This is an optimization exercise on Yosys and OpenROAD, whose aim is small area, a short achievable clock period and few clock cycles per item, not a production implementation. In this exercise RTL edits were held to simulation tests only and were not proved equivalent to the original.

$ cat design/flow/run.sh
#!/bin/bash
# synth_recipe.tcl (not shown) runs the flow's synth.tcl, then flattens the netlist and writes it again
# the make line also repeats each setting of config.mk as NAME=value (left out here)
make -C /OpenROAD-flow-scripts/flow DESIGN_CONFIG=/design/flow/config.mk WORK_HOME=/design/flow/orfs CLKGATE_MAP_FILE= SYNTH_SCRIPT=/design/flow/synth_recipe.tcl finish
$ cat design/flow/config.mk
export PLATFORM = sky130hd
export DESIGN_NAME = CordicAccelerator
export DESIGN_NICKNAME = CordicAccelerator
export VERILOG_FILES = /design/flow/design.v
export SDC_FILE = /design/flow/constraint.sdc
export NUM_CORES = 8
export LEC_CHECK = 0
export CAP_MARGIN = 20
export CORE_MARGIN = 2
export CORE_UTILIZATION = 60
export CTS_BUF_LIST = sky130_fd_sc_hd__clkbuf_8 sky130_fd_sc_hd__clkbuf_16
export CTS_CLUSTER_DIAMETER = 80
export CTS_CLUSTER_SIZE = 30
export GPL_ROUTABILITY_DRIVEN = 0
export PLACE_DENSITY = 0.66
export SETUP_SLACK_MARGIN = 2.5
export SLEW_MARGIN = 20
$ cat design/flow/constraint.sdc
create_clock -name core_clock -period 6.0 [get_ports {clock}]
set_input_delay 1.2000 -clock core_clock [delete_from_list [all_inputs] [get_ports {clock}]]
set_output_delay 1.2000 -clock core_clock [all_outputs]
set_load 0.01 [all_outputs]
$ cat design/flow/design.v
module CordicAccelerator(
  input         clock,
  input         reset,
  input         cmd_valid,
  output        cmd_ready,
  input  [6:0]  cmd_funct,
  input  [4:0]  cmd_rd,
  input  [63:0] cmd_rs1,
  input  [63:0] cmd_rs2,
  output        resp_valid,
  input         resp_ready,
  output [4:0]  resp_rd,
  output [63:0] resp_data,
  output        busy
);
  function [31:0] addc(input [31:0] a, input [31:0] b, input c);
    reg [31:0] g, p, gg, pp, gn, pn;
    integer k, l;
    begin
      g = a & b;
      p = a ^ b;
      gg = g;
      pp = p;
      gg[0] = g[0] | (p[0] & c);
      pp[0] = 1'b0;
      for (l = 0; l < 5; l = l + 1) begin
        gn = gg;
        pn = pp;
        for (k = 0; k < 32; k = k + 1)
          if (k[l]) begin
            gn[k] = gg[k] | (pp[k] & gg[((k >> l) << l) - 1]);
            pn[k] = pp[k] & pp[((k >> l) << l) - 1];
          end
        gg = gn;
        pp = pn;
      end
      addc = p ^ {gg[30:0], c};
    end
  endfunction
  wire recirc;    
  wire [31:0] res;
  wire [4:0] end_rd;
  wire take;      
  assign cmd_ready = take;
  wire accept = cmd_valid & take;
  wire [31:0] z0 = cmd_rs2[31:0];
  wire z0_fits = (z0[31:17] == {15{z0[31]}});
  wire [17:0] zc0 = z0_fits ? z0[17:0] : {z0[31], {17{~z0[31]}}};
  wire d1 = zc0[17];
  wire [17:0] zs2 = d1 ? zc0 + 18'd51472 : zc0 - 18'd51472;
  wire [16:0] z3 = (zs2[17:16] == {2{zs2[17]}}) ? zs2[16:0] : {zs2[17], {16{~zs2[17]}}};
  wire d6 = z0[31] ? ($signed(z0) < -32'sd51472) : ($signed(z0) < 32'sd51472);
  wire [31:0] x4 = cmd_rs1[31:0];
  wire [31:0] yt5 = ((cmd_rs1[31:0] ^ {32{d1}}) + {31'd0, d1}) ^ {32{~d6}};
  wire c2_7 = $signed(z0) < 32'sd81858;
  wire c2_8 = $signed(z0) < 32'sd21086;
  wire c2_9 = $signed(z0) < -32'sd21086;
  wire c2_10 = $signed(z0) < -32'sd81858;
  wire d11 = z0[31] ? (d6 ? c2_10 : c2_9) : (d6 ? c2_8 : c2_7);
  reg [31:0] p1_x, p1_y;
  reg [17:0] p1_z;
  reg p1_d1, p1_d2;
  reg [4:0] p1_rd;
  reg p1_fn, p1_dn, p1_v;
  always @(posedge clock) begin
    if (reset) p1_v <= 1'b0;
    else p1_v <= accept | recirc;
    p1_x <= recirc ? res : x4;
    p1_y <= recirc ? {32{~d6}} : yt5;
    p1_z <= zc0;
    p1_rd <= recirc ? end_rd : cmd_rd;
    p1_fn <= ~recirc & cmd_funct[0];
    p1_dn <= recirc;
    p1_d1 <= d6;
    p1_d2 <= d11;
  end
  wire [18:0] zk12 = p1_z[17] ? (p1_d1 ? (p1_d2 ? 19'sd97913 : 19'sd65803) : (p1_d2 ? 19'sd37141 : 19'sd5031)) : (p1_d1 ? (p1_d2 ? -19'sd5031 : -19'sd37141) : (p1_d2 ? -19'sd65803 : -19'sd97913));
  wire [18:0] zs13 = {p1_z[17], p1_z} + zk12;
  wire [14:0] z14 = (zs13[18:14] == {5{zs13[18]}}) ? zs13[14:0] : {zs13[18], {14{~zs13[18]}}};
  wire [31:0] ys17 = $signed(p1_y) >>> 1;
  wire [31:0] xs18 = $signed(p1_x) >>> 1;
  wire [31:0] x15 = addc(p1_x, ys17, ~p1_d1);
  wire [31:0] xg20 = xs18 & {32{~p1_dn}};
  wire [31:0] u19 = addc(p1_y, ~xg20, 1'b1);
  wire [31:0] yt16 = u19 ^ {32{p1_d1 ^ p1_d2}};
  reg [31:0] p2_x, p2_y;
  reg [4:0] p2_rd;
  reg p2_fn, p2_dn, p2_v;
  reg p2_d;
  reg [14:0] p2_z;
  always @(posedge clock) begin
    if (reset) p2_v <= 1'b0;
    else p2_v <= p1_v;
    p2_x <= x15;
    p2_y <= yt16;
    p2_rd <= p1_rd;
    p2_fn <= p1_fn;
    p2_dn <= p1_dn;
    p2_d <= p1_d2;
    p2_z <= z14;
  end
  wire [14:0] zs21 = p2_z[14] ? p2_z + 15'd8150 : p2_z - 15'd8150;
  wire [13:0] z22 = (zs21[14:13] == {2{zs21[14]}}) ? zs21[13:0] : {zs21[14], {13{~zs21[14]}}};
  wire [31:0] ys25 = $signed(p2_y) >>> 2;
  wire [31:0] xs26 = $signed(p2_x) >>> 2;
  wire [31:0] x23 = addc(p2_x, ys25, ~p2_d);
  wire [31:0] xg28 = xs26 & {32{~p2_dn}};
  wire [31:0] u27 = addc(p2_y, ~xg28, 1'b1);
  wire [31:0] yt24 = u27 ^ {32{p2_d ^ p2_z[14]}};
  reg [31:0] p3_x, p3_y;
  reg [4:0] p3_rd;
  reg p3_fn, p3_dn, p3_v;
  reg p3_d;
  reg [13:0] p3_z;
  always @(posedge clock) begin
    if (reset) p3_v <= 1'b0;
    else p3_v <= p2_v;
    p3_x <= x23;
    p3_y <= yt24;
    p3_rd <= p2_rd;
    p3_fn <= p2_fn;
    p3_dn <= p2_dn;
    p3_d <= p2_z[14];
    p3_z <= z22;
  end
  wire [13:0] zs29 = p3_z[13] ? p3_z + 14'd4091 : p3_z - 14'd4091;
  wire [12:0] z30 = (zs29[13:12] == {2{zs29[13]}}) ? zs29[12:0] : {zs29[13], {12{~zs29[13]}}};
  wire [31:0] ys33 = $signed(p3_y) >>> 3;
  wire [31:0] xs34 = $signed(p3_x) >>> 3;
  wire [31:0] x31 = addc(p3_x, ys33, ~p3_d);
  wire [31:0] xg36 = xs34 & {32{~p3_dn}};
  wire [31:0] u35 = addc(p3_y, ~xg36, 1'b1);
  wire [31:0] yt32 = u35 ^ {32{p3_d ^ p3_z[13]}};
  reg [31:0] p4_x, p4_y;
  reg [4:0] p4_rd;
  reg p4_fn, p4_dn, p4_v;
  reg p4_d;
  reg [12:0] p4_z;
  always @(posedge clock) begin
    if (reset) p4_v <= 1'b0;
    else p4_v <= p3_v;
    p4_x <= x31;
    p4_y <= yt32;
    p4_rd <= p3_rd;
    p4_fn <= p3_fn;
    p4_dn <= p3_dn;
    p4_d <= p3_z[13];
    p4_z <= z30;
  end
  wire [12:0] zs37 = p4_z[12] ? p4_z + 13'd2047 : p4_z - 13'd2047;
  wire [11:0] z38 = (zs37[12:11] == {2{zs37[12]}}) ? zs37[11:0] : {zs37[12], {11{~zs37[12]}}};
  wire [31:0] ys41 = $signed(p4_y) >>> 4;
  wire [31:0] xs42 = $signed(p4_x) >>> 4;
  wire [31:0] x39 = addc(p4_x, ys41, ~p4_d);
  wire [31:0] xg44 = xs42 & {32{~p4_dn}};
  wire [31:0] u43 = addc(p4_y, ~xg44, 1'b1);
  wire [31:0] yt40 = u43 ^ {32{p4_d ^ p4_z[12]}};
  reg [31:0] p5_x, p5_y;
  reg [4:0] p5_rd;
  reg p5_fn, p5_dn, p5_v;
  reg p5_d;
  reg [11:0] p5_z;
  always @(posedge clock) begin
    if (reset) p5_v <= 1'b0;
    else p5_v <= p4_v;
    p5_x <= x39;
    p5_y <= yt40;
    p5_rd <= p4_rd;
    p5_fn <= p4_fn;
    p5_dn <= p4_dn;
    p5_d <= p4_z[12];
    p5_z <= z38;
  end
  wire [11:0] zs45 = p5_z[11] ? p5_z + 12'd1024 : p5_z - 12'd1024;
  wire [10:0] z46 = (zs45[11:10] == {2{zs45[11]}}) ? zs45[10:0] : {zs45[11], {10{~zs45[11]}}};
  wire [31:0] ys49 = $signed(p5_y) >>> 5;
  wire [31:0] xs50 = $signed(p5_x) >>> 5;
  wire [31:0] x47 = addc(p5_x, ys49, ~p5_d);
  wire [31:0] xg52 = xs50 & {32{~p5_dn}};
  wire [31:0] u51 = addc(p5_y, ~xg52, 1'b1);
  wire [31:0] yt48 = u51 ^ {32{p5_d ^ p5_z[11]}};
  reg [31:0] p6_x, p6_y;
  reg [4:0] p6_rd;
  reg p6_fn, p6_dn, p6_v;
  reg p6_d;
  reg [10:0] p6_z;
  always @(posedge clock) begin
    if (reset) p6_v <= 1'b0;
    else p6_v <= p5_v;
    p6_x <= x47;
    p6_y <= yt48;
    p6_rd <= p5_rd;
    p6_fn <= p5_fn;
    p6_dn <= p5_dn;
    p6_d <= p5_z[11];
    p6_z <= z46;
  end
  wire [10:0] zs53 = p6_z[10] ? p6_z + 11'd512 : p6_z - 11'd512;
  wire [9:0] z54 = (zs53[10:9] == {2{zs53[10]}}) ? zs53[9:0] : {zs53[10], {9{~zs53[10]}}};
  wire [31:0] ys57 = $signed(p6_y) >>> 6;
  wire [31:0] xs58 = $signed(p6_x) >>> 6;
  wire [31:0] x55 = addc(p6_x, ys57, ~p6_d);
  wire [31:0] xg60 = xs58 & {32{~p6_dn}};
  wire [31:0] u59 = addc(p6_y, ~xg60, 1'b1);
  wire [31:0] yt56 = u59 ^ {32{p6_d ^ p6_z[10]}};
  reg [31:0] p7_x, p7_y;
  reg [4:0] p7_rd;
  reg p7_fn, p7_dn, p7_v;
  reg p7_d;
  reg [9:0] p7_z;
  always @(posedge clock) begin
    if (reset) p7_v <= 1'b0;
    else p7_v <= p6_v;
    p7_x <= x55;
    p7_y <= yt56;
    p7_rd <= p6_rd;
    p7_fn <= p6_fn;
    p7_dn <= p6_dn;
    p7_d <= p6_z[10];
    p7_z <= z54;
  end
  wire [9:0] zs61 = p7_z[9] ? p7_z + 10'd256 : p7_z - 10'd256;
  wire [8:0] z62 = (zs61[9:8] == {2{zs61[9]}}) ? zs61[8:0] : {zs61[9], {8{~zs61[9]}}};
  wire [31:0] ys65 = $signed(p7_y) >>> 7;
  wire [31:0] xs66 = $signed(p7_x) >>> 7;
  wire [31:0] x63 = addc(p7_x, ys65, ~p7_d);
  wire [31:0] xg68 = xs66 & {32{~p7_dn}};
  wire [31:0] u67 = addc(p7_y, ~xg68, 1'b1);
  wire [31:0] yt64 = u67 ^ {32{p7_d ^ p7_z[9]}};
  reg [31:0] p8_x, p8_y;
  reg [4:0] p8_rd;
  reg p8_fn, p8_dn, p8_v;
  reg p8_d;
  reg [8:0] p8_z;
  always @(posedge clock) begin
    if (reset) p8_v <= 1'b0;
    else p8_v <= p7_v;
    p8_x <= x63;
    p8_y <= yt64;
    p8_rd <= p7_rd;
    p8_fn <= p7_fn;
    p8_dn <= p7_dn;
    p8_d <= p7_z[9];
    p8_z <= z62;
  end
  wire [8:0] zs69 = p8_z[8] ? p8_z + 9'd128 : p8_z - 9'd128;
  wire [7:0] z70 = (zs69[8:7] == {2{zs69[8]}}) ? zs69[7:0] : {zs69[8], {7{~zs69[8]}}};
  wire [31:0] ys73 = $signed(p8_y) >>> 8;
  wire [31:0] xs74 = $signed(p8_x) >>> 8;
  wire [31:0] x71 = addc(p8_x, ys73, ~p8_d);
  wire [31:0] xg76 = xs74 & {32{~p8_dn}};
  wire [31:0] u75 = addc(p8_y, ~xg76, 1'b1);
  wire [31:0] yt72 = u75 ^ {32{p8_d ^ p8_z[8]}};
  reg [31:0] p9_x, p9_y;
  reg [4:0] p9_rd;
  reg p9_fn, p9_dn, p9_v;
  reg p9_d;
  reg [7:0] p9_z;
  always @(posedge clock) begin
    if (reset) p9_v <= 1'b0;
    else p9_v <= p8_v;
    p9_x <= x71;
    p9_y <= yt72;
    p9_rd <= p8_rd;
    p9_fn <= p8_fn;
    p9_dn <= p8_dn;
    p9_d <= p8_z[8];
    p9_z <= z70;
  end
  wire [7:0] zs77 = p9_z[7] ? p9_z + 8'd64 : p9_z - 8'd64;
  wire [6:0] z78 = (zs77[7:6] == {2{zs77[7]}}) ? zs77[6:0] : {zs77[7], {6{~zs77[7]}}};
  wire [31:0] ys81 = $signed(p9_y) >>> 9;
  wire [31:0] xs82 = $signed(p9_x) >>> 9;
  wire [31:0] x79 = addc(p9_x, ys81, ~p9_d);
  wire [31:0] xg84 = xs82 & {32{~p9_dn}};
  wire [31:0] u83 = addc(p9_y, ~xg84, 1'b1);
  wire [31:0] yt80 = u83 ^ {32{p9_d ^ p9_z[7]}};
  reg [31:0] p10_x, p10_y;
  reg [4:0] p10_rd;
  reg p10_fn, p10_dn, p10_v;
  reg p10_d;
  reg [6:0] p10_z;
  always @(posedge clock) begin
    if (reset) p10_v <= 1'b0;
    else p10_v <= p9_v;
    p10_x <= x79;
    p10_y <= yt80;
    p10_rd <= p9_rd;
    p10_fn <= p9_fn;
    p10_dn <= p9_dn;
    p10_d <= p9_z[7];
    p10_z <= z78;
  end
  wire [6:0] zs85 = p10_z[6] ? p10_z + 7'd32 : p10_z - 7'd32;
  wire [5:0] z86 = (zs85[6:5] == {2{zs85[6]}}) ? zs85[5:0] : {zs85[6], {5{~zs85[6]}}};
  wire [31:0] ys89 = $signed(p10_y) >>> 10;
  wire [31:0] xs90 = $signed(p10_x) >>> 10;
  wire [31:0] x87 = addc(p10_x, ys89, ~p10_d);
  wire [31:0] xg92 = xs90 & {32{~p10_dn}};
  wire [31:0] u91 = addc(p10_y, ~xg92, 1'b1);
  wire [31:0] yt88 = u91 ^ {32{p10_d ^ p10_z[6]}};
  reg [31:0] p11_x, p11_y;
  reg [4:0] p11_rd;
  reg p11_fn, p11_dn, p11_v;
  reg p11_d;
  reg [5:0] p11_z;
  always @(posedge clock) begin
    if (reset) p11_v <= 1'b0;
    else p11_v <= p10_v;
    p11_x <= x87;
    p11_y <= yt88;
    p11_rd <= p10_rd;
    p11_fn <= p10_fn;
    p11_dn <= p10_dn;
    p11_d <= p10_z[6];
    p11_z <= z86;
  end
  wire [5:0] zs93 = p11_z[5] ? p11_z + 6'd16 : p11_z - 6'd16;
  wire [4:0] z94 = (zs93[5:4] == {2{zs93[5]}}) ? zs93[4:0] : {zs93[5], {4{~zs93[5]}}};
  wire [31:0] ys97 = $signed(p11_y) >>> 11;
  wire [31:0] xs98 = $signed(p11_x) >>> 11;
  wire [31:0] x95 = addc(p11_x, ys97, ~p11_d);
  wire [31:0] xg100 = xs98 & {32{~p11_dn}};
  wire [31:0] u99 = addc(p11_y, ~xg100, 1'b1);
  wire [31:0] yt96 = u99 ^ {32{p11_d ^ p11_z[5]}};
  reg [31:0] p12_x, p12_y;
  reg [4:0] p12_rd;
  reg p12_fn, p12_dn, p12_v;
  reg p12_d;
  reg [4:0] p12_z;
  always @(posedge clock) begin
    if (reset) p12_v <= 1'b0;
    else p12_v <= p11_v;
    p12_x <= x95;
    p12_y <= yt96;
    p12_rd <= p11_rd;
    p12_fn <= p11_fn;
    p12_dn <= p11_dn;
    p12_d <= p11_z[5];
    p12_z <= z94;
  end
  wire [4:0] zs101 = p12_z[4] ? p12_z + 5'd8 : p12_z - 5'd8;
  wire [3:0] z102 = (zs101[4:3] == {2{zs101[4]}}) ? zs101[3:0] : {zs101[4], {3{~zs101[4]}}};
  wire [31:0] ys105 = $signed(p12_y) >>> 12;
  wire [31:0] xs106 = $signed(p12_x) >>> 12;
  wire [31:0] x103 = addc(p12_x, ys105, ~p12_d);
  wire [31:0] xg108 = xs106 & {32{~p12_dn}};
  wire [31:0] u107 = addc(p12_y, ~xg108, 1'b1);
  wire [31:0] yt104 = u107 ^ {32{p12_d ^ p12_z[4]}};
  reg [31:0] p13_x, p13_y;
  reg [4:0] p13_rd;
  reg p13_fn, p13_dn, p13_v;
  reg p13_d;
  reg [3:0] p13_z;
  always @(posedge clock) begin
    if (reset) p13_v <= 1'b0;
    else p13_v <= p12_v;
    p13_x <= x103;
    p13_y <= yt104;
    p13_rd <= p12_rd;
    p13_fn <= p12_fn;
    p13_dn <= p12_dn;
    p13_d <= p12_z[4];
    p13_z <= z102;
  end
  wire [3:0] zs109 = p13_z[3] ? p13_z + 4'd4 : p13_z - 4'd4;
  wire [2:0] z110 = (zs109[3:2] == {2{zs109[3]}}) ? zs109[2:0] : {zs109[3], {2{~zs109[3]}}};
  wire [31:0] ys113 = $signed(p13_y) >>> 13;
  wire [31:0] xs114 = $signed(p13_x) >>> 13;
  wire [31:0] x111 = addc(p13_x, ys113, ~p13_d);
  wire [31:0] xg116 = xs114 & {32{~p13_dn}};
  wire [31:0] u115 = addc(p13_y, ~xg116, 1'b1);
  wire [31:0] yt112 = u115 ^ {32{p13_d ^ p13_z[3]}};
  reg [31:0] p14_x, p14_y;
  reg [4:0] p14_rd;
  reg p14_fn, p14_dn, p14_v;
  reg p14_d;
  reg [2:0] p14_z;
  always @(posedge clock) begin
    if (reset) p14_v <= 1'b0;
    else p14_v <= p13_v;
    p14_x <= x111;
    p14_y <= yt112;
    p14_rd <= p13_rd;
    p14_fn <= p13_fn;
    p14_dn <= p13_dn;
    p14_d <= p13_z[3];
    p14_z <= z110;
  end
  wire [2:0] zs117 = p14_z[2] ? p14_z + 3'd2 : p14_z - 3'd2;
  wire [1:0] z118 = (zs117[2:1] == {2{zs117[2]}}) ? zs117[1:0] : {zs117[2], {1{~zs117[2]}}};
  wire [31:0] ys121 = $signed(p14_y) >>> 14;
  wire [31:0] xs122 = $signed(p14_x) >>> 14;
  wire [31:0] x119 = addc(p14_x, ys121, ~p14_d);
  wire [31:0] xg124 = xs122 & {32{~p14_dn}};
  wire [31:0] u123 = addc(p14_y, ~xg124, 1'b1);
  wire [31:0] yt120 = u123 ^ {32{p14_d ^ p14_z[2]}};
  reg [31:0] p15_x, p15_y;
  reg [4:0] p15_rd;
  reg p15_fn, p15_dn, p15_v;
  reg p15_d;
  reg [1:0] p15_z;
  always @(posedge clock) begin
    if (reset) p15_v <= 1'b0;
    else p15_v <= p14_v;
    p15_x <= x119;
    p15_y <= yt120;
    p15_rd <= p14_rd;
    p15_fn <= p14_fn;
    p15_dn <= p14_dn;
    p15_d <= p14_z[2];
    p15_z <= z118;
  end
  wire [1:0] zs125 = p15_z[1] ? p15_z + 2'd1 : p15_z - 2'd1;
  wire z126 = zs125[1];
  wire [31:0] ys129 = $signed(p15_y) >>> 15;
  wire [31:0] xs130 = $signed(p15_x) >>> 15;
  wire [31:0] x127 = addc(p15_x, ys129, ~p15_d);
  wire [31:0] xg132 = xs130 & {32{~p15_dn}};
  wire [31:0] u131 = addc(p15_y, ~xg132, 1'b1);
  wire [31:0] yt128 = u131 ^ {32{p15_d ^ p15_z[1]}};
  reg [31:0] p16_x, p16_y;
  reg [4:0] p16_rd;
  reg p16_fn, p16_dn, p16_v;
  reg p16_d;
  reg p16_z;
  always @(posedge clock) begin
    if (reset) p16_v <= 1'b0;
    else p16_v <= p15_v;
    p16_x <= x127;
    p16_y <= yt128;
    p16_rd <= p15_rd;
    p16_fn <= p15_fn;
    p16_dn <= p15_dn;
    p16_d <= p15_z[1];
    p16_z <= z126;
  end
  wire [31:0] ys135 = $signed(p16_y) >>> 16;
  wire [31:0] xs136 = $signed(p16_x) >>> 16;
  wire [31:0] x133 = addc(p16_x, ys135, ~p16_d);
  wire [31:0] xg138 = xs136 & {32{~p16_dn}};
  wire [31:0] u137 = addc(p16_y, ~xg138, 1'b1);
  wire [31:0] yt134 = u137 ^ {32{p16_d ^ p16_z}};
  reg [31:0] p17_x, p17_y;
  reg [4:0] p17_rd;
  reg p17_fn, p17_dn, p17_v;
  reg p17_d;
  always @(posedge clock) begin
    if (reset) p17_v <= 1'b0;
    else p17_v <= p16_v;
    p17_x <= x133;
    p17_y <= yt134;
    p17_rd <= p16_rd;
    p17_fn <= p16_fn;
    p17_dn <= p16_dn;
    p17_d <= p16_z;
  end
  wire [31:0] ys141 = $signed(p17_y) >>> 17;
  wire [31:0] xs142 = $signed(p17_x) >>> 17;
  wire [31:0] x139 = addc(p17_x, ys141, ~p17_d);
  wire [31:0] xg144 = xs142 & {32{~p17_dn}};
  wire [31:0] u143 = addc(p17_y, ~xg144, 1'b1);
  wire [31:0] yt140 = u143 ^ {32{p17_d ^ p17_d}};
  reg [31:0] p18_x, p18_y;
  reg [4:0] p18_rd;
  reg p18_fn, p18_dn, p18_v;
  reg p18_d;
  always @(posedge clock) begin
    if (reset) p18_v <= 1'b0;
    else p18_v <= p17_v;
    p18_x <= x139;
    p18_y <= yt140;
    p18_rd <= p17_rd;
    p18_fn <= p17_fn;
    p18_dn <= p17_dn;
    p18_d <= p17_d;
  end
  wire [31:0] ys147 = $signed(p18_y) >>> 18;
  wire [31:0] xs148 = $signed(p18_x) >>> 18;
  wire [31:0] x145 = addc(p18_x, ys147, ~p18_d);
  wire [31:0] xg150 = xs148 & {32{~p18_dn}};
  wire [31:0] u149 = addc(p18_y, ~xg150, 1'b1);
  wire [31:0] yt146 = u149 ^ {32{p18_d ^ p18_d}};
  reg [31:0] p19_x, p19_y;
  reg [4:0] p19_rd;
  reg p19_fn, p19_dn, p19_v;
  reg p19_d;
  always @(posedge clock) begin
    if (reset) p19_v <= 1'b0;
    else p19_v <= p18_v;
    p19_x <= x145;
    p19_y <= yt146;
    p19_rd <= p18_rd;
    p19_fn <= p18_fn;
    p19_dn <= p18_dn;
    p19_d <= p18_d;
  end
  wire [31:0] ys153 = $signed(p19_y) >>> 19;
  wire [31:0] xs154 = $signed(p19_x) >>> 19;
  wire [31:0] x151 = addc(p19_x, ys153, ~p19_d);
  wire [31:0] xg156 = xs154 & {32{~p19_dn}};
  wire [31:0] u155 = addc(p19_y, ~xg156, 1'b1);
  wire [31:0] yt152 = u155 ^ {32{p19_d ^ p19_d}};
  reg [31:0] p20_x, p20_y;
  reg [4:0] p20_rd;
  reg p20_fn, p20_dn, p20_v;
  reg p20_d;
  always @(posedge clock) begin
    if (reset) p20_v <= 1'b0;
    else p20_v <= p19_v;
    p20_x <= x151;
    p20_y <= yt152;
    p20_rd <= p19_rd;
    p20_fn <= p19_fn;
    p20_dn <= p19_dn;
    p20_d <= p19_d;
  end
  wire [31:0] ys159 = $signed(p20_y) >>> 20;
  wire [31:0] xs160 = $signed(p20_x) >>> 20;
  wire [31:0] x157 = addc(p20_x, ys159, ~p20_d);
  wire [31:0] xg162 = xs160 & {32{~p20_dn}};
  wire [31:0] u161 = addc(p20_y, ~xg162, 1'b1);
  wire [31:0] yt158 = u161 ^ {32{p20_d ^ p20_d}};
  reg [31:0] p21_x, p21_y;
  reg [4:0] p21_rd;
  reg p21_fn, p21_dn, p21_v;
  reg p21_d;
  always @(posedge clock) begin
    if (reset) p21_v <= 1'b0;
    else p21_v <= p20_v;
    p21_x <= x157;
    p21_y <= yt158;
    p21_rd <= p20_rd;
    p21_fn <= p20_fn;
    p21_dn <= p20_dn;
    p21_d <= p20_d;
  end
  wire [31:0] ys165 = $signed(p21_y) >>> 21;
  wire [31:0] xs166 = $signed(p21_x) >>> 21;
  wire [31:0] x163 = addc(p21_x, ys165, ~p21_d);
  wire [31:0] xg168 = xs166 & {32{~p21_dn}};
  wire [31:0] u167 = addc(p21_y, ~xg168, 1'b1);
  wire [31:0] yt164 = u167 ^ {32{p21_d ^ p21_d}};
  reg [31:0] p22_x, p22_y;
  reg [4:0] p22_rd;
  reg p22_fn, p22_dn, p22_v;
  reg p22_d;
  always @(posedge clock) begin
    if (reset) p22_v <= 1'b0;
    else p22_v <= p21_v;
    p22_x <= x163;
    p22_y <= yt164;
    p22_rd <= p21_rd;
    p22_fn <= p21_fn;
    p22_dn <= p21_dn;
    p22_d <= p21_d;
  end
  wire [31:0] ys171 = $signed(p22_y) >>> 22;
  wire [31:0] xs172 = $signed(p22_x) >>> 22;
  wire [31:0] x169 = addc(p22_x, ys171, ~p22_d);
  wire [31:0] xg174 = xs172 & {32{~p22_dn}};
  wire [31:0] u173 = addc(p22_y, ~xg174, 1'b1);
  wire [31:0] yt170 = u173 ^ {32{p22_d ^ p22_d}};
  reg [31:0] p23_x, p23_y;
  reg [4:0] p23_rd;
  reg p23_fn, p23_dn, p23_v;
  reg p23_d;
  always @(posedge clock) begin
    if (reset) p23_v <= 1'b0;
    else p23_v <= p22_v;
    p23_x <= x169;
    p23_y <= yt170;
    p23_rd <= p22_rd;
    p23_fn <= p22_fn;
    p23_dn <= p22_dn;
    p23_d <= p22_d;
  end
  wire [31:0] ys177 = $signed(p23_y) >>> 23;
  wire [31:0] xs178 = $signed(p23_x) >>> 23;
  wire [31:0] x175 = addc(p23_x, ys177, ~p23_d);
  wire [31:0] xg180 = xs178 & {32{~p23_dn}};
  wire [31:0] u179 = addc(p23_y, ~xg180, 1'b1);
  wire [31:0] yt176 = u179 ^ {32{p23_d ^ p23_d}};
  reg [31:0] p24_x, p24_y;
  reg [4:0] p24_rd;
  reg p24_fn, p24_dn, p24_v;
  reg p24_d;
  always @(posedge clock) begin
    if (reset) p24_v <= 1'b0;
    else p24_v <= p23_v;
    p24_x <= x175;
    p24_y <= yt176;
    p24_rd <= p23_rd;
    p24_fn <= p23_fn;
    p24_dn <= p23_dn;
    p24_d <= p23_d;
  end
  wire [31:0] ys183 = $signed(p24_y) >>> 24;
  wire [31:0] xs184 = $signed(p24_x) >>> 24;
  wire [31:0] x181 = addc(p24_x, ys183, ~p24_d);
  wire [31:0] xg186 = xs184 & {32{~p24_dn}};
  wire [31:0] u185 = addc(p24_y, ~xg186, 1'b1);
  wire [31:0] yt182 = u185 ^ {32{p24_d ^ p24_d}};
  reg [31:0] p25_x, p25_y;
  reg [4:0] p25_rd;
  reg p25_fn, p25_dn, p25_v;
  reg p25_d;
  always @(posedge clock) begin
    if (reset) p25_v <= 1'b0;
    else p25_v <= p24_v;
    p25_x <= x181;
    p25_y <= yt182;
    p25_rd <= p24_rd;
    p25_fn <= p24_fn;
    p25_dn <= p24_dn;
    p25_d <= p24_d;
  end
  wire [31:0] ys189 = $signed(p25_y) >>> 25;
  wire [31:0] xs190 = $signed(p25_x) >>> 25;
  wire [31:0] x187 = addc(p25_x, ys189, ~p25_d);
  wire [31:0] xg192 = xs190 & {32{~p25_dn}};
  wire [31:0] u191 = addc(p25_y, ~xg192, 1'b1);
  wire [31:0] yt188 = u191 ^ {32{p25_d ^ p25_d}};
  reg [31:0] p26_x, p26_y;
  reg [4:0] p26_rd;
  reg p26_fn, p26_dn, p26_v;
  reg p26_d;
  always @(posedge clock) begin
    if (reset) p26_v <= 1'b0;
    else p26_v <= p25_v;
    p26_x <= x187;
    p26_y <= yt188;
    p26_rd <= p25_rd;
    p26_fn <= p25_fn;
    p26_dn <= p25_dn;
    p26_d <= p25_d;
  end
  wire [31:0] ys195 = $signed(p26_y) >>> 26;
  wire [31:0] xs196 = $signed(p26_x) >>> 26;
  wire [31:0] x193 = addc(p26_x, ys195, ~p26_d);
  wire [31:0] xg198 = xs196 & {32{~p26_dn}};
  wire [31:0] u197 = addc(p26_y, ~xg198, 1'b1);
  wire [31:0] yt194 = u197 ^ {32{p26_d ^ p26_d}};
  reg [31:0] p27_x, p27_y;
  reg [4:0] p27_rd;
  reg p27_fn, p27_dn, p27_v;
  reg p27_d;
  always @(posedge clock) begin
    if (reset) p27_v <= 1'b0;
    else p27_v <= p26_v;
    p27_x <= x193;
    p27_y <= yt194;
    p27_rd <= p26_rd;
    p27_fn <= p26_fn;
    p27_dn <= p26_dn;
    p27_d <= p26_d;
  end
  wire [31:0] ys201 = $signed(p27_y) >>> 27;
  wire [31:0] xs202 = $signed(p27_x) >>> 27;
  wire [31:0] x199 = addc(p27_x, ys201, ~p27_d);
  wire [31:0] xg204 = xs202 & {32{~p27_dn}};
  wire [31:0] u203 = addc(p27_y, ~xg204, 1'b1);
  wire [31:0] yt200 = u203 ^ {32{p27_d ^ p27_d}};
  reg [31:0] p28_x, p28_y;
  reg [4:0] p28_rd;
  reg p28_fn, p28_dn, p28_v;
  reg p28_d;
  always @(posedge clock) begin
    if (reset) p28_v <= 1'b0;
    else p28_v <= p27_v;
    p28_x <= x199;
    p28_y <= yt200;
    p28_rd <= p27_rd;
    p28_fn <= p27_fn;
    p28_dn <= p27_dn;
    p28_d <= p27_d;
  end
  wire [31:0] ys207 = $signed(p28_y) >>> 28;
  wire [31:0] xs208 = $signed(p28_x) >>> 28;
  wire [31:0] x205 = addc(p28_x, ys207, ~p28_d);
  wire [31:0] xg210 = xs208 & {32{~p28_dn}};
  wire [31:0] u209 = addc(p28_y, ~xg210, 1'b1);
  wire [31:0] yt206 = u209 ^ {32{p28_d ^ p28_d}};
  reg [31:0] p29_x, p29_y;
  reg [4:0] p29_rd;
  reg p29_fn, p29_dn, p29_v;
  reg p29_d;
  always @(posedge clock) begin
    if (reset) p29_v <= 1'b0;
    else p29_v <= p28_v;
    p29_x <= x205;
    p29_y <= yt206;
    p29_rd <= p28_rd;
    p29_fn <= p28_fn;
    p29_dn <= p28_dn;
    p29_d <= p28_d;
  end
  wire [31:0] ys213 = $signed(p29_y) >>> 29;
  wire [31:0] xs214 = $signed(p29_x) >>> 29;
  wire [31:0] x211 = addc(p29_x, ys213, ~p29_d);
  wire [31:0] xg216 = xs214 & {32{~p29_dn}};
  wire [31:0] u215 = addc(p29_y, ~xg216, 1'b1);
  wire [31:0] yt212 = u215 ^ {32{p29_d ^ p29_d}};
  reg [31:0] p30_x, p30_y;
  reg [4:0] p30_rd;
  reg p30_fn, p30_dn, p30_v;
  reg p30_d;
  always @(posedge clock) begin
    if (reset) p30_v <= 1'b0;
    else p30_v <= p29_v;
    p30_x <= x211;
    p30_y <= yt212;
    p30_rd <= p29_rd;
    p30_fn <= p29_fn;
    p30_dn <= p29_dn;
    p30_d <= p29_d;
  end
  wire [31:0] ys219 = $signed(p30_y) >>> 30;
  wire [31:0] xs220 = $signed(p30_x) >>> 30;
  wire [31:0] x217 = addc(p30_x, ys219, ~p30_d);
  wire [31:0] xg222 = xs220 & {32{~p30_dn}};
  wire [31:0] u221 = addc(p30_y, ~xg222, 1'b1);
  wire [31:0] yt218 = u221 ^ {32{p30_d ^ p30_d}};
  reg [31:0] p31_x, p31_y;
  reg [4:0] p31_rd;
  reg p31_fn, p31_dn, p31_v;
  reg p31_d;
  always @(posedge clock) begin
    if (reset) p31_v <= 1'b0;
    else p31_v <= p30_v;
    p31_x <= x217;
    p31_y <= yt218;
    p31_rd <= p30_rd;
    p31_fn <= p30_fn;
    p31_dn <= p30_dn;
    p31_d <= p30_d;
  end
  wire [31:0] y31 = p31_y ^ {32{~p31_d}};
  wire [31:0] exi = p31_x + 32'd1;
  wire [31:0] exd = p31_x - 32'd1;
  wire [31:0] eys = (p31_y + 32'd1) ^ {32{~p31_d}};
  wire [31:0] exs = p31_d ? exd : exi;
  assign res = p31_fn ? (p31_x[31] ? eys : y31) : (y31[31] ? exs : p31_x);
  assign end_rd = p31_rd;
  wire end_v = p31_v;
  reg [31:0] h_data, k_data;
  reg [4:0] h_rd, k_rd;
  reg hv, kv, busy_r;
  reg blocked;
  reg [4:0] wait_n;
  wire wait_0 = (wait_n == 5'd0);
  wire push = end_v & ~(hv & kv) & (~blocked | wait_0);
  assign recirc = end_v & ~push;
  assign take = ~recirc & ~blocked;
  wire pop = hv & resp_ready;
  wire h_load = ~hv | pop;
  wire hv_n = h_load ? (kv | push) : 1'b1;
  wire kv_n = h_load ? (kv & push) : (kv | push);
  wire inflight_n = hv_n | kv_n |
      (accept | recirc) |
      p1_v |
      p2_v |
      p3_v |
      p4_v |
      p5_v |
      p6_v |
      p7_v |
      p8_v |
      p9_v |
      p10_v |
      p11_v |
      p12_v |
      p13_v |
      p14_v |
      p15_v |
      p16_v |
      p17_v |
      p18_v |
      p19_v |
      p20_v |
      p21_v |
      p22_v |
      p23_v |
      p24_v |
      p25_v |
      p26_v |
      p27_v |
      p28_v |
      p29_v |
      p30_v;
  always @(posedge clock) begin
    if (reset) begin
      hv <= 1'b0;
      kv <= 1'b0;
      busy_r <= 1'b0;
      blocked <= 1'b0;
    end else begin
      hv <= hv_n;
      kv <= kv_n;
      busy_r <= inflight_n;
      if (recirc & (~blocked | wait_0))
        blocked <= 1'b1;
      else if (push & blocked)
        blocked <= 1'b0;
    end
    if (recirc & (~blocked | wait_0))
      wait_n <= 5'd30;
    else
      wait_n <= wait_n - 5'd1;
    if (h_load) begin
      h_data <= kv ? k_data : res;
      h_rd <= kv ? k_rd : end_rd;
    end
    if (h_load ? kv : ~kv) begin
      k_data <= res;
      k_rd <= end_rd;
    end
  end
  assign resp_valid = hv;
  assign resp_rd = h_rd;
  assign resp_data = {32'h0, h_data};
  assign busy = busy_r;
endmodule
==> results of run 1 <==
critical path, delay by kind of cell (launching register included):
family,cells,cell delay [ps]
AOI/OAI and AO/OA,8,1370
and+or+nand+nor,1,450
muxes,2,200
DFF,1,380
buffers and inverters,4,550
adders and majority gates,2,510
per-stage QoR:
step | instances | worst slack (ps)
2_1_floorplan | 13600 | 2390
3_3_place_gp | 16600 | 1420
3_5_place_dp | 16600 | 1350
4_1_cts | 17100 | 2300
5_1_grt | 17400 | 2210
6_report | 17400 | 2370
final timing paths:
kind / to / cells past startpoint
setup reg to reg: p2_z[3] / 17
setup / recovery: p2_z[3] / 17
hold reg to reg: p9_z[4] / 0
hold / removal: p9_z[4] / 0
Yosys cell counts, types with 42 or more instances:
library cell  number
dfxtp_1         2410
a21oi_1          772
nand2b_1         561
xor2_1           686
clkbuf_1         129
nor2b_1          220
o21ai_1           61
o21ai_0          417
nand2_1          385
a31oi_1          110
or3_1             79
o211ai_1          42
o21a_1           198
and4_1            47
or2_2             86
nor2_1           742
nor3_1           220
o21bai_1          93
a211oi_1          72
nand3_1          144
inv_1            718
mux2_2            59
a21o_1           639
edfxtp_1          74
and2_1            56
xnor2_1         1512
nand4_1           82
ha_1            1864
fa_1             335
and3_1           106
cells by family after synthesis:
group / Yosys count / share of synthesized area, %
XOR/XNOR: 2198 / 13.9
AO/OA/AOI/OAI: 2859 / 13.9
AND/OR/NAND/NOR: 2801 / 10.5
adder cells (fa/ha/maj): 2214 / 21.8
buffers and inverters: 908 / 2.56
other: 1 / 0.00271
multiplexers: 93 / 0.733
flip-flops: 2484 / 36.5
metal layers:
metal	track usage, %	vias up
li1	-	48500
met1	33.7	47500
met2	51.8	1786
met3	3.71	727
met4	14.0	10
met5	0	-
area by class of cell:
type                            count  share of cell area [%]
Antenna cell                        9                  0.0143
Clock buffer                      144                    2.26
Clock inverter                    108                    1.02
Inverter                          719                    1.73
Multi-Input combinational cell  10200                    56.4
Sequential cell                  2484                    32.2
Tap cell                         3026                    2.40
Timing Repair Buffer              740                    3.95
what timing repair did:
item / in CTS / in global routing
resized for setup: 561 / 565
buffers inserted: 281 / 296
pin swaps: 322 / 571
setup endpoints to repair: 838 / 482
gates cloned: 8 / 1
==> flow_metrics.tcl, run 1 <==
set metrics [dict create \
    status "no timing/DRC/antenna violations" \
    rsz0062_at_grt "true" \
    synth_edf_count 74 \
    criticalPathCategory "reg2reg" \
    setup_viol 0 \
    dieArea_um2 234000 \
    hold_violations 0 \
    rows 176 \
    syn_to_final_growth_pct 14.1 \
    die_w_um 484 \
    avgRoutedWirePerCell_um 20.1 \
    cts_tree "done" \
    cts_buffer_depth 3 \
    wl_met3_mm 13.2 \
    cp-startpoint "p1_d1" \
    grt-ovfl-total 0 \
    ys.flop_type "dfxtp_1" \
    drtPass1Iterations 6 \
    yosys_register_bits 2484 \
    track_usage_pct 28.8 \
    io_buffers 113 \
    highest_layer "met5" \
    fin_crit_sh_pct 60.5 \
    netlist_instances 13600 \
    final_common_cell "dfxtp_1" \
    fin_util_pct 68.7 \
    viasPerCell 5.65 \
    yosysTopAreaCell "dfxtp_1" \
    fin_area_um2 158000 \
    setup-tns-final_ps 0 \
    slew_violations 0 \
    multi_input_comb_area_um2 89000 \
    wirelength_mm 350 \
    h-tree-depth 4 \
    maxCapViolations 0 \
    worstPathMaxFanout 14 \
    start_util_pct 60.2 \
    clk_pin_slew_ps 110 \
    core_um2 229000 \
    drive_gt1_share_pct 13.7 \
    holdCritPathClass "reg2reg" \
    drc 0 \
    synthTopCellsByArea "dfxtp_1 (35%), ha_1 (17%), xnor2_1 (9.6%)" \
    grt_pass1_wl_mm 538 \
    fillers 17400 \
    die_y_um 484 \
    critical_path.cell_chain "buf_4 -> ha_1 -> inv_1 -> mux2i_4 -> ha_1 -> o21a_1 -> o211ai_1 -> a31oi_2 -> o2111ai_2 -> a31oi_2 -> buf_4 -> a311oi_2 -> or3_4 -> o221ai_4 -> o21ai_4 -> buf_12 -> mux2i_1" \
    grt_pass1_vias 100000 \
    endpoint_kind "flip-flop" \
    cts_buffers 139 \
    yosysTopAreaCellShare_pct 34.9 \
    clk_latency_ps 870 \
    wl_met2_mm 175 \
    maxSlewHeadroom_pct 16.8 \
    io_pins 216 \
    finClkSkew_ps 38.0 \
    ys_async_sr_fraction_pct 0 \
    syn_area_per_cell_um2 10.2 \
    grt_max_degree 63 \
    cts_root_buf "clkbuf_16" \
    syn_area_um2 138000 \
    layout_common_cells "dfxtp_1 (2,284), ha_1 (1,838), xnor2_1 (1,488)" \
    r2r_start "p1_d1" \
    worstMarginPinSlew_ps 1250 \
    ant_nets 0 \
    max_freq_ghz 0.275 \
    max_stage_delay_ps 450 \
    hpwl_mm 268 \
    post_dp_cell_area_um2 143000 \
    cpMaxStageDelayCell "or3_4" \
    fin_crit_ps 3630 \
    vias 98600 \
    yosysSeqAreaShare_pct 36.5 \
    drt_iter0_drc 4709 \
    r2r_slack_ps 2370 \
    wl_met1_mm 142 \
    seq_area_um2 50800 \
    final_nets 16600 \
    start_kind "flip-flop" \
    hold_buffers 0 \
    antenna_found_initial 32 \
    hold_ws_ps 314 \
    cp.required_ps 6720 \
    synth_cell_types 105 \
    hp-start "p8_z[4]" \
    cp.arrival_ps 4350 \
    cts.sinks 2484 \
    yosysWarnings 1 \
]
Testbench counts, summed over its fixed seeds: cycles 1,856, items 1,600.
==> inputs of run 2 (changes only) <==
--- a/design/flow/config.mk
+++ b/design/flow/config.mk
@@ -13,5 +13,4 @@
 export CTS_CLUSTER_SIZE = 30
 export GPL_ROUTABILITY_DRIVEN = 0
-export PLACE_DENSITY = 0.66
 export SETUP_SLACK_MARGIN = 2.5
 export SLEW_MARGIN = 20
==> run 2 against run 1 <==
Against the previous run:
- synthesized cell count stayed put
- register-to-register slack better by 20 ps
- first-iteration DRC count is 9.1% higher
- utilization is 0.093 points higher
- design area is 0.14% higher
- highest routed layer unchanged
- critical endpoint is now p26_x[22]
- worst setup slack better by 16 ps
- largest cell class unchanged
- non-clock buffer count is 13 lower
==> flow_metrics.tcl, run 2 <==
set metrics [dict create \
    status "no timing/DRC/antenna violations" \
    worstMarginPinSlew_ps 1290 \
    final_nets 16600 \
    dieArea_um2 234000 \
    clk_latency_ps 840 \
    syn_to_final_growth_pct 14.3 \
    ys_async_sr_fraction_pct 0 \
    fin_util_pct 68.8 \
    yosysMostFrequentCell "dfxtp_1" \
    ys.flop_type "dfxtp_1" \
    grt_max_degree 47 \
    rows 176 \
    cp.required_ps 6740 \
    cts.sinks 2484 \
    drc 0 \
    antenna_found_initial 31 \
    synth_edf_count 74 \
    grt-ovfl-total 0 \
    yosys-top-cells-count "dfxtp_1 (2,410), ha_1 (1,864), xnor2_1 (1,512)" \
    yosysSeqAreaShare_pct 36.5 \
    cts_buffer_depth 3 \
    cp-startpoint "p25_x[0]" \
    drtPass1Iterations 6 \
    netlist_instances 13600 \
    layout_common_cells "dfxtp_1 (2,286), ha_1 (1,818), xnor2_1 (1,482)" \
    hp-start "p17_rd[4]" \
    yosysTopAreaCellShare_pct 34.9 \
    viasPerCell 5.69 \
    yosysTopAreaCell "dfxtp_1" \
    wirelength_mm 358 \
    criticalPathCategory "reg2reg" \
    endpoint_kind "flip-flop" \
    grt_pass1_wl_mm 547 \
    cts_root_buf "clkbuf_16" \
    r2r_start "p25_x[0]" \
    syn_area_per_cell_um2 10.2 \
    cts_tree "done" \
    grt_pass1_vias 100000 \
    start_util_pct 60.2 \
    avgRoutedWirePerCell_um 20.6 \
    cts_buffers 139 \
    setup-tns-final_ps 0 \
    vias 99200 \
    maxSlewHeadroom_pct 14.0 \
    setup_viol 0 \
    fin_area_um2 158000 \
    post_dp_cell_area_um2 143000 \
    yosys_register_bits 2484 \
    io_pins 216 \
    start_kind "flip-flop" \
    hold_violations 0 \
    final_common_cell "dfxtp_1" \
    maxCapViolations 0 \
    drive_gt1_share_pct 13.7 \
    yosysWarnings 1 \
    rsz0062_at_grt "true" \
    io_buffers 113 \
    h-tree-depth 4 \
    synthTopCellsByArea "dfxtp_1 (35%), ha_1 (17%), xnor2_1 (9.6%)" \
    synth_cell_types 105 \
    worstPathMaxFanout 3 \
    cp.arrival_ps 4350 \
    track_usage_pct 29.4 \
    die_w_um 484 \
    ant_nets 0 \
    fin_crit_sh_pct 60.3 \
    slew_violations 0 \
    die_y_um 484 \
    finClkSkew_ps 41.6 \
    hpwl_mm 276 \
    syn_area_um2 138000 \
    drt_iter0_drc 5138 \
    holdCritPathClass "reg2reg" \
    max_freq_ghz 0.277 \
    core_um2 229000 \
    fin_crit_ps 3620 \
    clk_pin_slew_ps 100 \
]
-- run 2: cell counts after synthesis --
Identical to the previous run, type by type.
-- run 2: through the flow --
stage | instances | worst slack (ps) | hold WS [ps]
6_report | 17400 | 2380 | 325
3_5_place_dp | 16600 | 1320 | 312
4_1_cts | 17100 | 2320 | 328
5_1_grt | 17400 | 2230 | 332
3_3_place_gp | 16600 | 1500 | 310
2_1_floorplan | 13600 | 2390 | 310
-- run 2: logic make-up (layout without fill, tap and decap cells) --
group | Yosys count | after routing | synth area share [%]
fa+ha+maj | 2214 | 2214 | 21.8
xor+xnor | 2198 | 2198 | 13.9
other cells | 1 | 44 | 0.00271
buf+inv | 908 | 1696 | 2.56
mux | 93 | 93 | 0.733
flops | 2484 | 2484 | 36.5
simple gates | 2801 | 2811 | 10.5
compound gates | 2859 | 2859 | 13.9
-- run 2: layer usage --
metal	GRT usage [%]	vias up	wire, um
met3	3.28	812	14000
li1	-	48500	-
met1	35.4	47800	148000
met4	14.1	6	19800
met5	0	-	41
met2	52.3	2031	177000
-- run 2: area by class of cell --
type / count / area (um^2)
diodes: 12 / 30.0
flip-flops and latches: 2484 / 50800
repair buffers: 727 / 6230
clock inverters: 97 / 1220
inverters: 719 / 2730
multi-input cells: 10200 / 89300
fillers: 17600 / 71600
clock buffers: 153 / 3760
well taps: 3026 / 3790
-- run 2: path summary, 6_finish.rpt --
check | depth (start not counted) | end | slack, ps
setup / recovery | 14 | p26_x[22] | 2380
hold / removal | 0 | p18_rd[4] | 330
setup reg to reg | 14 | p26_x[22] | 2380
hold reg to reg | 0 | p18_rd[4] | 330
-- run 2: repair_timing --
action / in CTS / in global routing
gates resized for setup: 579 / 592
pin swaps: 317 / 560
setup endpoints to repair: 813 / 520
gates cloned: 9 / 7
setup buffers: 273 / 277
hold buffers: 0 / 0
-- run 2: critical path, stage by stage (launching register included) --
cell and delay, ps:
dfxtp_2 340, fa_2 390, fa_2 350, a21o_1 170, a21o_1 170, a2111o_1 460, a211o_1 300, o31a_1 290
buf_4 150, a31oi_4 180, o21a_1 220, nor2b_2 70, o21a_1 170, nor2_2 130, xnor2_2 140
==> inputs of run 3 (changes only) <==
--- a/design/flow/design.v
+++ b/design/flow/design.v
@@ -24,8 +24,10 @@
       gg[0] = g[0] | (p[0] & c);
       pp[0] = 1'b0;
+      gg[1] = g[1] | (p[1] & ~(~a[0] | ~b[0])) | (p[1] & p[0] & c);
+      pp[1] = 1'b0;
       for (l = 0; l < 5; l = l + 1) begin
         gn = gg;
         pn = pp;
-        for (k = 0; k < 32; k = k + 1)
+        for (k = 2; k < 32; k = k + 1)
           if (k[l]) begin
             gn[k] = gg[k] | (pp[k] & gg[((k >> l) << l) - 1]);
==> run 3 against run 2 <==
Against the previous run:
- still clean
- synthesized cell count rose by 2.5%
- utilization fell by 2.2 points
- non-clock buffer count fell by 386
- sequential share of layout area rose by 0.60 points
- critical path depth fell by 1
- critical endpoint is now h_data[30]
- largest cell class unchanged
- highest routed layer unchanged
==> flow_metrics.tcl, run 3 <==
set metrics [dict create \
    viasPerCell 5.69 \
    yosysMostFrequentCell "dfxtp_1" \
    worstMarginPinSlew_ps 1080 \
    drt_iter0_drc 5217 \
    syn_area_um2 140000 \
    io_pins 216 \
    hold_ws_ps 323 \
    ys.flop_type "dfxtp_1" \
    yosys_register_bits 2484 \
    fin_util_pct 66.6 \
    drive_gt1_share_pct 7.66 \
    ant_nets 0 \
    drc 0 \
    synth_edf_count 74 \
    rsz0062_at_grt "true" \
    cts_root_buf "clkbuf_16" \
    grt_max_degree 71 \
    hpwl_mm 281 \
    critPathTopFamily "compound AO/OA/AOI/OAI gates" \
    yosysTopAreaCell "dfxtp_1" \
    syn_to_final_growth_pct 10.5 \
    die_w_um 487 \
    cpMaxStageDelayCell "or4b_4" \
    dieArea_um2 237000 \
    wirelength_mm 358 \
    grt-ovfl-total 0 \
    clk_latency_ps 850 \
    finClkSkew_ps 37.8 \
    setup-tns-final_ps 0 \
    fin_crit_ps 3560 \
    endpoint_kind "flip-flop" \
    max_stage_delay_ps 520 \
    fillers 18300 \
    vias 99000 \
    multi_input_comb_area_um2 89200 \
    syn_area_per_cell_um2 10.1 \
    layout_common_cells "dfxtp_1 (2,343), ha_1 (1,950), xnor2_1 (1,507)" \
    core_um2 232000 \
    final_nets 16600 \
    maxCapViolations 0 \
    seq_area_um2 50600 \
    hold_violations 0 \
    ys_async_sr_fraction_pct 0 \
    post_dp_cell_area_um2 145000 \
    grt_pass1_wl_mm 549 \
    cts_buffer_depth 3 \
    yosys-top-cells-count "dfxtp_1 (2,410), ha_1 (1,984), xnor2_1 (1,516)" \
    slew_violations 0 \
    maxSlewHeadroom_pct 28.2 \
    criticalPathCategory "reg2reg" \
    critical_path.cell_chain "inv_1 -> fa_2 -> and2b_1 -> o2111ai_2 -> and3_4 -> or4b_4 -> a31oi_4 -> a31oi_4 -> o21ai_4 -> nand2_2 -> o31ai_4 -> o41ai_4 -> mux2_1" \
    netlist_instances 13900 \
    rows 177 \
    final_common_cell "dfxtp_1" \
    antenna_found_initial 23 \
    max_freq_ghz 0.281 \
    cts.sinks 2484 \
    setup_viol 0 \
    cts_buffers 143 \
    holdCritPathClass "reg2reg" \
    drtPass1Iterations 5 \
    yosysWarnings 1 \
    grt_pass1_vias 100000 \
    fin_area_um2 155000 \
    cts_tree "done" \
    track_usage_pct 29.3 \
    cp.required_ps 6620 \
    die_y_um 487 \
    synthTopCellsByArea "dfxtp_1 (34%), ha_1 (18%), xnor2_1 (9.5%)" \
    clk_pin_slew_ps 110 \
    avgRoutedWirePerCell_um 20.6 \
    crit_buf_inv 1 \
    yosysTopAreaCellShare_pct 34.5 \
    synth_cell_types 95 \
    worstPathMaxFanout 3 \
    io_buffers 113 \
    start_kind "flip-flop" \
    fin_crit_sh_pct 59.3 \
    h-tree-depth 4 \
    start_util_pct 60.3 \
    cp.arrival_ps 4180 \
    yosysSeqAreaShare_pct 36.1 \
    status "no timing/DRC/antenna violations" \
    crit_top_cell "a31oi_4" \
]
==> run 3: cell types whose count changed in the layout (fill, tap and decap cells not counted), moves of 57 or more <==
cell | previous run | this run
ha_1 | 1818 | 1950
nand2b_1 | 540 | 651
buf_4 | 537 | 199
nor2_1 | 715 | 633
dfxtp_1 | 2286 | 2343
a21oi_1 | 655 | 867
fa_2 | 77 | 1
xor2_1 | 661 | 739
a21oi_2 | 111 | 45
nand2_1 | 373 | 522
==> run 3: what timing repair did <==
| action | CTS | global route |
|---|---|---|
| buffers inserted | 59 | 110 |
| setup endpoints to repair | 534 | 340 |
| resized for setup | 282 | 344 |
| cloned | 7 | 7 |
| hold buffers | 0 | 0 |
| pin swaps | 60 | 152 |
==> run 3: cell type report <==
class | instances | share of cell area [%]
diodes | 2 | 0.00324
clock buffers | 148 | 2.36
clock inverters | 115 | 0.941
inverters | 714 | 1.74
multi-input cells | 10600 | 57.7
flip-flops and latches | 2484 | 32.8
well taps | 3043 | 2.46
repair buffers | 341 | 2.00
==> run 3: metal layers <==
metal | GRT usage (%) | share of wire, %
met5 | 0 | 0.012
met4 | 12.1 | 4.6
met3 | 2.94 | 3.6
met2 | 52.7 | 50
met1 | 35.7 | 42
==> run 3: cell families (layout without fill, tap and decap cells) <==
| family | count (synthesis) | after routing | share of synthesized area, % |
|---|---|---|---|
| compound gates | 2981 | 2982 | 14.1 |
| simple gates | 2941 | 2950 | 10.9 |
| flops | 2484 | 2484 | 36.1 |
| xor+xnor | 2275 | 2275 | 14.2 |
| fa+ha+maj | 2259 | 2259 | 21.7 |
| buf+inv | 905 | 1318 | 2.52 |
| mux | 57 | 57 | 0.444 |
| other cells | 1 | 34 | 0.00268 |
==> run 3: final timing paths <==
kind / start / endpoint / slack [ps] / cells after the start
max: p31_x[0] / h_data[30] / 2440 / 13
min: p4_fn / p5_fn / 320 / 0
max reg2reg: p31_x[0] / h_data[30] / 2440 / 13
min reg2reg: p4_fn / p5_fn / 320 / 0
==> run 3: stage by stage <==
step | setup slack [ps] | instances
final | 2440 | 17400
after floorplan | 2320 | 13900
after global routing | 2350 | 17400
after CTS | 2450 | 17300
after detailed placement | 1460 | 17000
after global placement | 1540 | 17000
Testbench counts of run 3, summed over its fixed seeds: cycles 1,856, items 1,600.
==> inputs of run 4 (changes only) <==
--- a/design/flow/config.mk
+++ b/design/flow/config.mk
@@ -13,4 +13,4 @@
 export CTS_CLUSTER_SIZE = 30
 export GPL_ROUTABILITY_DRIVEN = 0
-export SETUP_SLACK_MARGIN = 2.5
+export SETUP_SLACK_MARGIN = 2.7
 export SLEW_MARGIN = 20
==> run 4 against run 3 <==
Against the previous run:
- register-to-register slack better by 20 ps
- synthesized cell count is the same
- cell count up 1.3%
- still clean
- routed wire length rose by 2.6%
- critical path depth is 1 higher
==> flow_metrics.tcl, run 4 <==
set metrics [dict create \
    status "no timing/DRC/antenna violations" \
    vias 101000 \
    multi_input_comb_area_um2 91500 \
    die_y_um 487 \
    holdCritPathClass "reg2reg" \
    cts.sinks 2484 \
    synthTopCellsByArea "dfxtp_1 (34%), ha_1 (18%), xnor2_1 (9.5%)" \
    grt_max_degree 71 \
    synth_edf_count 74 \
    criticalPathCategory "reg2reg" \
    final_common_cell "dfxtp_1" \
    worstMarginPinSlew_ps 985 \
    grt_pass1_vias 102000 \
    track_usage_pct 29.9 \
    grt-ovfl-total 0 \
    clk_pin_slew_ps 110 \
    dieArea_um2 237000 \
    hpwl_mm 283 \
    drt_iter0_drc 5489 \
    cts_root_buf "clkbuf_16" \
    seq_area_um2 50700 \
    endpoint_kind "flip-flop" \
    hold_buffers 0 \
    fin_crit_sh_pct 58.9 \
    max_freq_ghz 0.283 \
    io_pins 216 \
    syn_area_um2 140000 \
    antenna_found_initial 26 \
    yosysWarnings 1 \
    critical_path.cell_chain "buf_12 -> buf_6 -> ha_4 -> and3_1 -> and3_4 -> a31oi_2 -> and3_4 -> a31oi_4 -> a31oi_4 -> o21ai_4 -> a2111o_2 -> o31ai_4 -> o41ai_4 -> mux2_4" \
    final_nets 16900 \
    maxCapViolations 0 \
    rsz0062_at_grt "true" \
    cts_buffers 141 \
    yosysSeqAreaShare_pct 36.1 \
    die_w_um 487 \
    syn_area_per_cell_um2 10.1 \
    setup_ws_ps 2460 \
    cts_tree "done" \
    max_stage_delay_ps 500 \
    yosysTopAreaCellShare_pct 34.5 \
    clk_latency_ps 870 \
    yosysMostFrequentCell "dfxtp_1" \
    fin_crit_ps 3540 \
    cp.required_ps 6640 \
    avgRoutedWirePerCell_um 20.8 \
    ys_async_sr_fraction_pct 0 \
    core_um2 232000 \
    cts_buffer_depth 3 \
    yosys-top-cells-count "dfxtp_1 (2,410), ha_1 (1,984), xnor2_1 (1,516)" \
    start_util_pct 60.3 \
    drc 0 \
    yosys_register_bits 2484 \
    setup_viol 0 \
    finClkSkew_ps 40.9 \
    drive_gt1_share_pct 11.3 \
    drtPass1Iterations 6 \
    hold_violations 0 \
    netlist_instances 13900 \
    maxSlewHeadroom_pct 34.4 \
    fillers 17900 \
    ant_nets 0 \
    slew_violations 0 \
    rows 177 \
    syn_to_final_growth_pct 13.5 \
    worstPathMaxFanout 6 \
    viasPerCell 5.72 \
    ys.flop_type "dfxtp_1" \
    start_kind "flip-flop" \
    yosysTopAreaCell "dfxtp_1" \
    h-tree-depth 4 \
    grt_pass1_wl_mm 559 \
    setup-tns-final_ps 0 \
    synth_cell_types 95 \
    cpMaxStageDelayCell "a2111o_2" \
    wirelength_mm 367 \
    cp.arrival_ps 4180 \
    layout_common_cells "dfxtp_1 (2,311), ha_1 (1,888), xnor2_1 (1,498)" \
    io_buffers 113 \
    dp_slack_ps 1570 \
]
[run 4: cell counts after synthesis]
Identical to the previous run, type by type.
[run 4: final cells by class]
cell class              instances  area share, %
well taps                    3043           2.40
multi-input cells           10600           57.6
inverters                     714           1.70
repair buffers                554           3.10
flip-flops and latches       2484           32.0
clock inverters               113          0.929
diodes                         12         0.0189
clock buffers                 145           2.26
[run 4: kinds of logic after synthesis]
logic type | Yosys count | synth area share, %
and+or+nand+nor | 2941 | 10.9
DFF | 2484 | 36.1
AOI/OAI and AO/OA | 2981 | 14.1
muxes | 57 | 0.444
adders and majority gates | 2259 | 21.7
other | 1 | 0.00268
buffers and inverters | 905 | 2.52
xor gates and xnor gates | 2275 | 14.2
[run 4: path summary, 6_finish.rpt]
check / startpoint / end / slack, ps / cells after the start
worst min register to register: p7_rd[3] / p8_rd[3] / 310 / 0
worst max-delay path: p31_d / h_data[30] / 2460 / 14
worst max register to register: p31_d / h_data[30] / 2460 / 14
worst min-delay path: p7_rd[3] / p8_rd[3] / 310 / 0
[run 4: timing repair]
item                       in CTS  in global routing
cloned                         11                  4
setup endpoints to repair     803                427
buffers inserted              193                202
gates resized for setup       535                555
pin swaps                     163                295
[run 4: metrics by stage]
step,cells,util (%),instance area [um^2],hold WS [ps]
after global routing,17600,68.4,159000,331
final,17600,68.4,159000,311
after detailed placement,16900,62.4,145000,312
after global placement,16900,62.4,145000,310
after floorplan,13900,-,140000,310
after CTS,17400,66.5,154000,318
[run 4: metal layers]
metal	track usage, %	share of wire (%)	up-vias
li1	-	-	49500
met1	36.4	41	48400
met2	53.5	50	2179
met3	3.06	4.0	773
met4	12.8	4.8	6
met5	0	0.0084	-
[run 4: critical path, delay by kind of cell (launching register included)]
kind            cells  cell delay [ps]
compound gates      7             1410
fa+ha+maj           1              230
buf+inv             2              280
flops               1              440
mux                 1              300
simple gates        3              630

what the ideal ports hide:
In the flow no input, the clock included, has a driving cell. The finished layouts below were timed again as built, in two steps. Step 1 sets driving cells, clkbuf_16 on the clock port and buf_2 on the other inputs (assumed; they add their load-dependent delay and slew). Step 2, shift: input delay + t, output delay - t, t = (earliest + latest rising clock arrival at the registers) / 2. This alone moves slack from input paths to output paths. Slacks: ideal / step 1 / step 2; pairs: ideal / step 1.
run	t (ns)	setup WS [ns]	worst register clock-pin slew, ns	worst data-port slew with drivers (ns)
run 1	0.941	2.368 / 2.368 / 1.626	0.11 / 0.11	0.18
run 2	0.919	2.384 / 2.384 / 1.797	0.11 / 0.11	0.07
run 3	0.929	2.440 / 2.440 / 1.703	0.11 / 0.11	0.10
run 4	0.936	2.465 / 2.465 / 1.861	0.11 / 0.11	0.19
After both steps every run listed still meets setup and hold. The setup slack of run 1, which loses most, moves by 0.000 ns with the drivers and by -0.742 ns with both steps.
